Source: an optimization exercise on an open RTL-to-GDS flow (aim: small area). Production flows keep margins and buffers that such runs may drop.
Only simulation tests tie the RTL to the original design; equivalence was not proved.
Power is estimated from default activity; no workload was simulated.

==> flow/design.v (outline; a module is shown in full before it is edited, if it fits) <==
// module latency: 17 lines
// module RGB_YCbCr: 1669 lines
// module rgb_fa: 4 lines
// module rgb_maj: 3 lines
// module rgb_g2_1: 3 lines
// module rgb_g2_6: 3 lines
// module rgb_g2_7: 3 lines
// module rgb_g2_8: 3 lines
// module rgb_g2_9: 3 lines
// module rgb_g2_b: 3 lines
// module rgb_g2_d: 3 lines
// module rgb_g2_e: 3 lines
module RGB_YCbCr #(
	parameter	DSIZE	= 16,
	parameter	MSIZE	= 12
)(
	input				clock,
	input				invsync,
	input				inhsync,
	input				inde,
	input [DSIZE-1:0]	inR,
	input [DSIZE-1:0]	inG,
	input [DSIZE-1:0]	inB,
	output				outvsync,
	output				outhsync,
	output				outde,
	output[DSIZE-1:0]	outY,
	output[DSIZE-1:0]	outCb,
	output[DSIZE-1:0]	outCr
);
  // ...
==> flow/flow/run.sh <==
#!/bin/bash
# Own layout flow: the standard layout (standard.sh), unchanged synthesis, with:
#  - after synthesis, each maj3_2 cell is swapped for maj3_1 (same function, smaller);
#  - ports are buffered with the smallest buffer (buf_1) instead of clkdlybuf4s50_1;
#  - clock tree synthesis uses small clock buffers and inserts no dummy loads.
# Tool logs go to orfs/logs as in the standard flow; make's output to synth.log / flow.log.
set -euo pipefail
cd "$(dirname "$0")/.."
export BUFFER_PORTS_ARGS="-buffer_cell sky130_fd_sc_hd__buf_1"
export CTS_ARGS="-sink_clustering_enable -repair_clock_nets -dont_use_dummy_load -buf_list {sky130_fd_sc_hd__clkbuf_8 sky130_fd_sc_hd__clkbuf_16} -sink_clustering_size 30 -sink_clustering_max_diameter 100"
bash standard.sh synth > synth.log 2>&1
R=orfs/results/${FLOW_PLATFORM:-sky130hd}/RGB_YCbCr/base
sed -i 's/sky130_fd_sc_hd__maj3_2 /sky130_fd_sc_hd__maj3_1 /' $R/1_2_yosys.v
rm -f $R/1_synth.odb $R/1_synth.sdc
bash standard.sh > flow.log 2>&1
==> flow/standard.sh <==
#!/bin/bash
# synth_recipe.tcl (not shown) runs the flow's synth.tcl, then flattens the netlist and writes it again
# the make line also repeats each setting of config.mk as NAME=value (left out here)
make -C /OpenROAD-flow-scripts/flow DESIGN_CONFIG=/design/flow/config.mk WORK_HOME=/design/flow/orfs CLKGATE_MAP_FILE= SYNTH_SCRIPT=/design/flow/synth_recipe.tcl "${@:-finish}"
==> flow/config.mk <==
export PLATFORM = sky130hd
export DESIGN_NAME = RGB_YCbCr
export DESIGN_NICKNAME = RGB_YCbCr
export VERILOG_FILES = /design/flow/design.v
export SDC_FILE = /design/flow/constraint.sdc
export NUM_CORES = 4
export LEC_CHECK = 0
export CAP_MARGIN = 20
export CORE_MARGIN = 2
export CORE_UTILIZATION = 40
export GPL_TIMING_DRIVEN = 0
export SLEW_MARGIN = 20
export SYNTH_HIERARCHICAL = 1
export SYNTH_MINIMUM_KEEP_SIZE = 0
==> flow/constraint.sdc <==
create_clock -name core_clock -period 7.0 [get_ports {clock}]
set_input_delay 1.4000 -clock core_clock [delete_from_list [all_inputs] [get_ports {clock}]]
set_output_delay 1.4000 -clock core_clock [all_outputs]
set_load 0.01 [all_outputs]
==> flow_metrics.env, run 1 <==
export IMPL_clock_area_share_pct=3.18
export IMPL_netlist_area_leader_share_pct=59.9
export IMPL_num_nets_final=1303
export IMPL_crit_slowest_cell="dfxtp_4"
export IMPL_vias=5980
export IMPL_io_buffers=102
export IMPL_synth_area_top_cells="fa_1 60%, dfxtp_1 26%, maj3_2 5.1%"
export IMPL_final_common_cell="fa_1"
export IMPL_buf_share_pct=3.42
export IMPL_fin_util_pct=45.3
export IMPL_cts_resized_gates=9
export IMPL_r2r_end="r2_33$_DFF_P_"
export IMPL_dr_pass1_iters=4
export IMPL_finalSetupTns_ns=0
export IMPL_ff2ff_path_depth=16
export IMPL_final_cells=1279
export IMPL_wl_met3_mm=1.87
export IMPL_wire_per_inst_microns=19.7
export IMPL_clkbuf_count=17
export IMPL_grt_pass1_wl_mm=41.4
export IMPL_slew_headroom_pct=30.0
export IMPL_arrival_ns=6.98
export IMPL_powerClk_mw=0.731
export IMPL_vdd_ir_drop_max_mv=0.416
export IMPL_wl_met1_mm=10.2
export IMPL_period_share_pct=95.4
export IMPL_worstSetupPathType="reg2reg"
export IMPL_synth_top_family_by_area="adder cells"
export IMPL_layout_area_seq_sq_mm=0.00318
export IMPL_viasPerCell=4.68
export IMPL_rsz0062_at_grt="no"
export IMPL_synth_edf_count=0
export IMPL_hold_path_cell_count=0
export IMPL_p_int_mw=3.70
export IMPL_reg2reg_slack_ns=0.32
export IMPL_path_clk_slew_ns=0.07
export IMPL_grt_pass1_vias=7349
export IMPL_status="timing/DRC/antenna clean"
export IMPL_yosysMostFrequentCell="fa_1"
export IMPL_multi_input_area_share_pct=63.9
export IMPL_synth_flop_cell="dfxtp_1"
export IMPL_yosysWarnings=9
==> run 2: changes to the inputs <==
--- a/flow/flow/run.sh
+++ b/flow/flow/run.sh
@@ -7,7 +7,7 @@
 set -euo pipefail
 cd "$(dirname "$0")/.."
 export BUFFER_PORTS_ARGS="-buffer_cell sky130_fd_sc_hd__buf_1"
-export CTS_ARGS="-sink_clustering_enable -repair_clock_nets -dont_use_dummy_load -buf_list {sky130_fd_sc_hd__clkbuf_8 sky130_fd_sc_hd__clkbuf_16} -sink_clustering_size 30 -sink_clustering_max_diameter 100"
+export CTS_ARGS="-sink_clustering_enable -repair_clock_nets -dont_use_dummy_load -buf_list {sky130_fd_sc_hd__clkbuf_4 sky130_fd_sc_hd__clkbuf_8}"
 bash standard.sh synth > synth.log 2>&1
 R=orfs/results/${FLOW_PLATFORM:-sky130hd}/RGB_YCbCr/base
 sed -i 's/sky130_fd_sc_hd__maj3_2 /sky130_fd_sc_hd__maj3_1 /' $R/1_2_yosys.v
==> flow_metrics.env, run 2 <==
export IMPL_seq_area_frac_synth_pct=26.1
export IMPL_end_kind="flop"
export IMPL_crit_chain="inv_1 -> fa_1 -> fa_1 -> fa_1 -> fa_1 -> fa_1 -> fa_1 -> fa_1 -> fa_1 -> fa_1 -> and2_1 -> fa_1 -> and2_1 -> fa_1 -> fa_1 -> fa_1"
export IMPL_first_iter_violations=266
export IMPL_path_max_fanout=6
export IMPL_synth_edf_count=0
export IMPL_drc_errors=0
export IMPL_grt_pass1_wl_mm=41.2
export IMPL_antenna_found_initial=0
export IMPL_slew_headroom_pct=30.1
export IMPL_die_area_sq_mm=0.0313
export IMPL_arrival_ns=7.07
export IMPL_worstSetupPathType="reg2reg"
export IMPL_synth_common_cells="360 x fa_1, 157 x dfxtp_1, 73 x inv_1, 54 x maj3_2, 34 x xor2_1"
export IMPL_finalPower_mw=6.03
export IMPL_ios=103
export IMPL_fin_hold_ws_ns=0.310
export IMPL_die_h_microns=177
export IMPL_crit_path_frequent_cell="fa_1"
export IMPL_setup_violations=0
export IMPL_timing_final_hold_violations=0
export IMPL_hpwl_mm=20.3
export IMPL_drive_gt1_share_pct=4.85
export IMPL_vias=5954
export IMPL_final_max_slew_viol_count=0
export IMPL_finalCriticalPeriod_ns=6.73
export IMPL_yosys_area_sq_mm=0.0120
export IMPL_num_nets_final=1300
export IMPL_vdd_ir_drop_max_mv=0.424
export IMPL_hold_path_cell_count=0
export IMPL_initial_utilization_pct=40.5
export IMPL_timing_final_ws_setup_ns=0.269
export IMPL_path_clk_slew_ns=0.08
export IMPL_leakage_nw=5.06
export IMPL_ys_ff_latch=157
export IMPL_gp_congestion=0.830
export IMPL_antenna_left=0
export IMPL_clock_latency_ns=0.47
export IMPL_rows=63
export IMPL_fill_cells=2684
export IMPL_wire_per_inst_microns=19.7
export IMPL_finalSetupTns_ns=0
export IMPL_antenna_cells=0
export IMPL_worst_setup_path_startpoint="q1R[10]$_DFF_P_"
export IMPL_syn_nets=1172
export IMPL_cts_tree="done"
export IMPL_h_tree_depth=4
export IMPL_setup_worst_path_start_class="flop"
export IMPL_gr_total_overflow=0
export IMPL_wl_mm=25.1
export IMPL_synth_area_top_cells="fa_1 60%, dfxtp_1 26%, maj3_2 5.1%"
export IMPL_io_buffers=102
export IMPL_dr_pass1_iters=4
export IMPL_yosys_area_top_type="fa_1"
export IMPL_final_common_cell="fa_1"
export IMPL_cts_num_sinks=157
export IMPL_grt_usage_pct=18.4
export IMPL_viasPerCell=4.67
export IMPL_rsz0062_at_grt="no"
export IMPL_cap_violations=0
export IMPL_required_ns=7.33
export IMPL_top_regs="Cb_q: 16 flops, Cr_q: 16 flops, Y_q: 16 flops"
export IMPL_hp_class="reg2reg"
export IMPL_synth_cell_types=11
export IMPL_clock_path_buffers=2
export IMPL_yosysMostFrequentCell="fa_1"
export IMPL_r2r_start="q1R[10]$_DFF_P_"
export IMPL_clock_skew_ns=0.0355
export IMPL_dp_slack_ns=-0.434
export IMPL_status="timing/DRC/antenna clean"
export IMPL_netlist_area_sq_mm=0.0120
export IMPL_grt_max_degree=17
export IMPL_yosysWarnings=9
export IMPL_cts_root_buf="clkbuf_8"
export IMPL_ys_async_sr_fraction_pct=0
export IMPL_p_per_area_mw_per_mm2=458
export IMPL_avgSynthCellArea_sq_um=15.7
export IMPL_period_share_pct=96.2
export IMPL_grt_pass1_vias=7343
export IMPL_coreArea_sq_mm=0.0296
export IMPL_cts_buffers=17
export IMPL_min_from="r2_21$_DFF_P_"
export IMPL_syn_inst=760
export IMPL_netlist_area_leader_share_pct=59.9
export IMPL_critPathMaxStageDelay_ns=0.53
export IMPL_fmax_mhz=149
export IMPL_die_x_microns=177
export IMPL_ff2ff_path_depth=16
export IMPL_crit_slowest_cell="fa_1"
export IMPL_final_cell_mix="360 x fa_1, 140 x dfxtp_1, 102 x buf_1"
export IMPL_synth_flop_cell="dfxtp_1"
export IMPL_fin_util_pct=44.5
export IMPL_syn2layout_area_growth_pct=10.0
export IMPL_tightest_slew_ns=1.05
==> run 2: cell counts after synthesis <==
No cell type changed its count.
==> run 2: through the flow <==
stage,instances,area [sq um]
global route,1276,13200
global placement,1252,12800
detailed placement,1252,12800
finish,1276,13200
CTS,1270,13100
floorplan,760,12000
==> run 2: cell type report <==
class | count | area [sq um] | area share, %
inverter | 73 | 282 | 2.14
multi-input combinational | 530 | 8550 | 64.9
timing repair buffer | 109 | 435 | 3.31
tap | 390 | 488 | 3.71
sequential | 157 | 3180 | 24.2
clock buffer | 17 | 234 | 1.78
==> run 2: modules after synthesis (local to each module, per instance), a selection <==
module | area (sq um) | copies in the design | cells inside
rgb_g2_9 | 8.76 | 14 | 1
rgb_g2_6 | 8.76 | 34 | 1
rgb_g2_7 | 3.75 | 3 | 1
rgb_g2_e | 6.26 | 10 | 1
rgb_g2_d | 6.26 | 1 | 1
rgb_g2_1 | 3.75 | 16 | 1
RGB_YCbCr | 3240 | 1 | 221
rgb_fa | 20.0 | 360 | 1
rgb_maj | 11.3 | 54 | 1
rgb_g2_8 | 6.26 | 29 | 1
rgb_g2_b | 6.26 | 9 | 1
==> run 2: kinds of logic after synthesis <==
logic type / count (synthesis) / share of synthesized area (%)
buffers and inverters: 73 / 2.28
and+or+nand+nor: 68 / 3.14
adders and majority gates: 414 / 65.0
DFF: 157 / 26.1
xor gates and xnor gates: 48 / 3.49
==> run 2: path summary, 6_finish.rpt <==
kind | end | slack [ns]
hold reg to reg | Y_q[2]$_DFF_P_ | 0.31
setup / recovery | r2_33$_DFF_P_ | 0.27
setup reg to reg | r2_33$_DFF_P_ | 0.27
hold / removal | Y_q[2]$_DFF_P_ | 0.31
==> run 2: worst max-delay path, delay by kind of cell, from the launching register on <==
| family | cells | cell delay (ns) |
|---|---|---|
| simple gates | 2 | 0.35 |
| buf+inv | 1 | 0.30 |
| fa+ha+maj | 13 | 5.54 |
| flops | 1 | 0.41 |
==> run 2: routing by layer <==
layer / global-route usage [%] / wire (microns)
met4: 5.20 / 488
met1: 24.2 / 10500
met3: 4.88 / 1630
met2: 30.2 / 12500
met5: 0 / 0
==> run 2: power by group <==
| group | switching (mW) | total, mW | leakage [nW] | internal (mW) |
|---|---|---|---|---|
| clock network | 0.283 | 0.497 | 0.122 | 0.214 |
| logic | 2.08 | 3.98 | 3.61 | 1.89 |
| registers | 0.173 | 1.55 | 1.33 | 1.38 |
| total | 2.54 | 6.03 | 5.06 | 3.49 |
==> run 2: repair_timing <==
item                       4_1_cts  5_1_grt
buffers inserted                 1        6
hold buffers                     0        0
setup endpoints to repair        5        5
resized for setup                9       16
gates cloned                     0        0

[port drivers added, routing unchanged]
No port has a modelled driver above. Below, the same layouts with a new extraction and two added sets of constraints.
Step 1 sets driving cells, clkbuf_16 on the clock port and buf_2 on the other inputs (assumed; they add their load-dependent delay and slew).
Step 2 also shifts input and output timing later by t, the mid clock arrival at the registers, as if the neighbouring blocks saw the same clock.
Slacks: ideal ports / drivers / drivers and shift; pairs: ideal ports / drivers.
run | t (ns) | setup slack, ns | latest minus earliest clock arrival (ns) | pins driven straight from the clock port
run 1 | 0.468 | 0.320 / 0.320 / 0.320 | 0.024 / 0.023 | 1
run 2 | 0.491 | 0.269 / 0.269 / 0.269 | 0.035 / 0.035 | 1
After both steps every run listed still meets setup and hold.
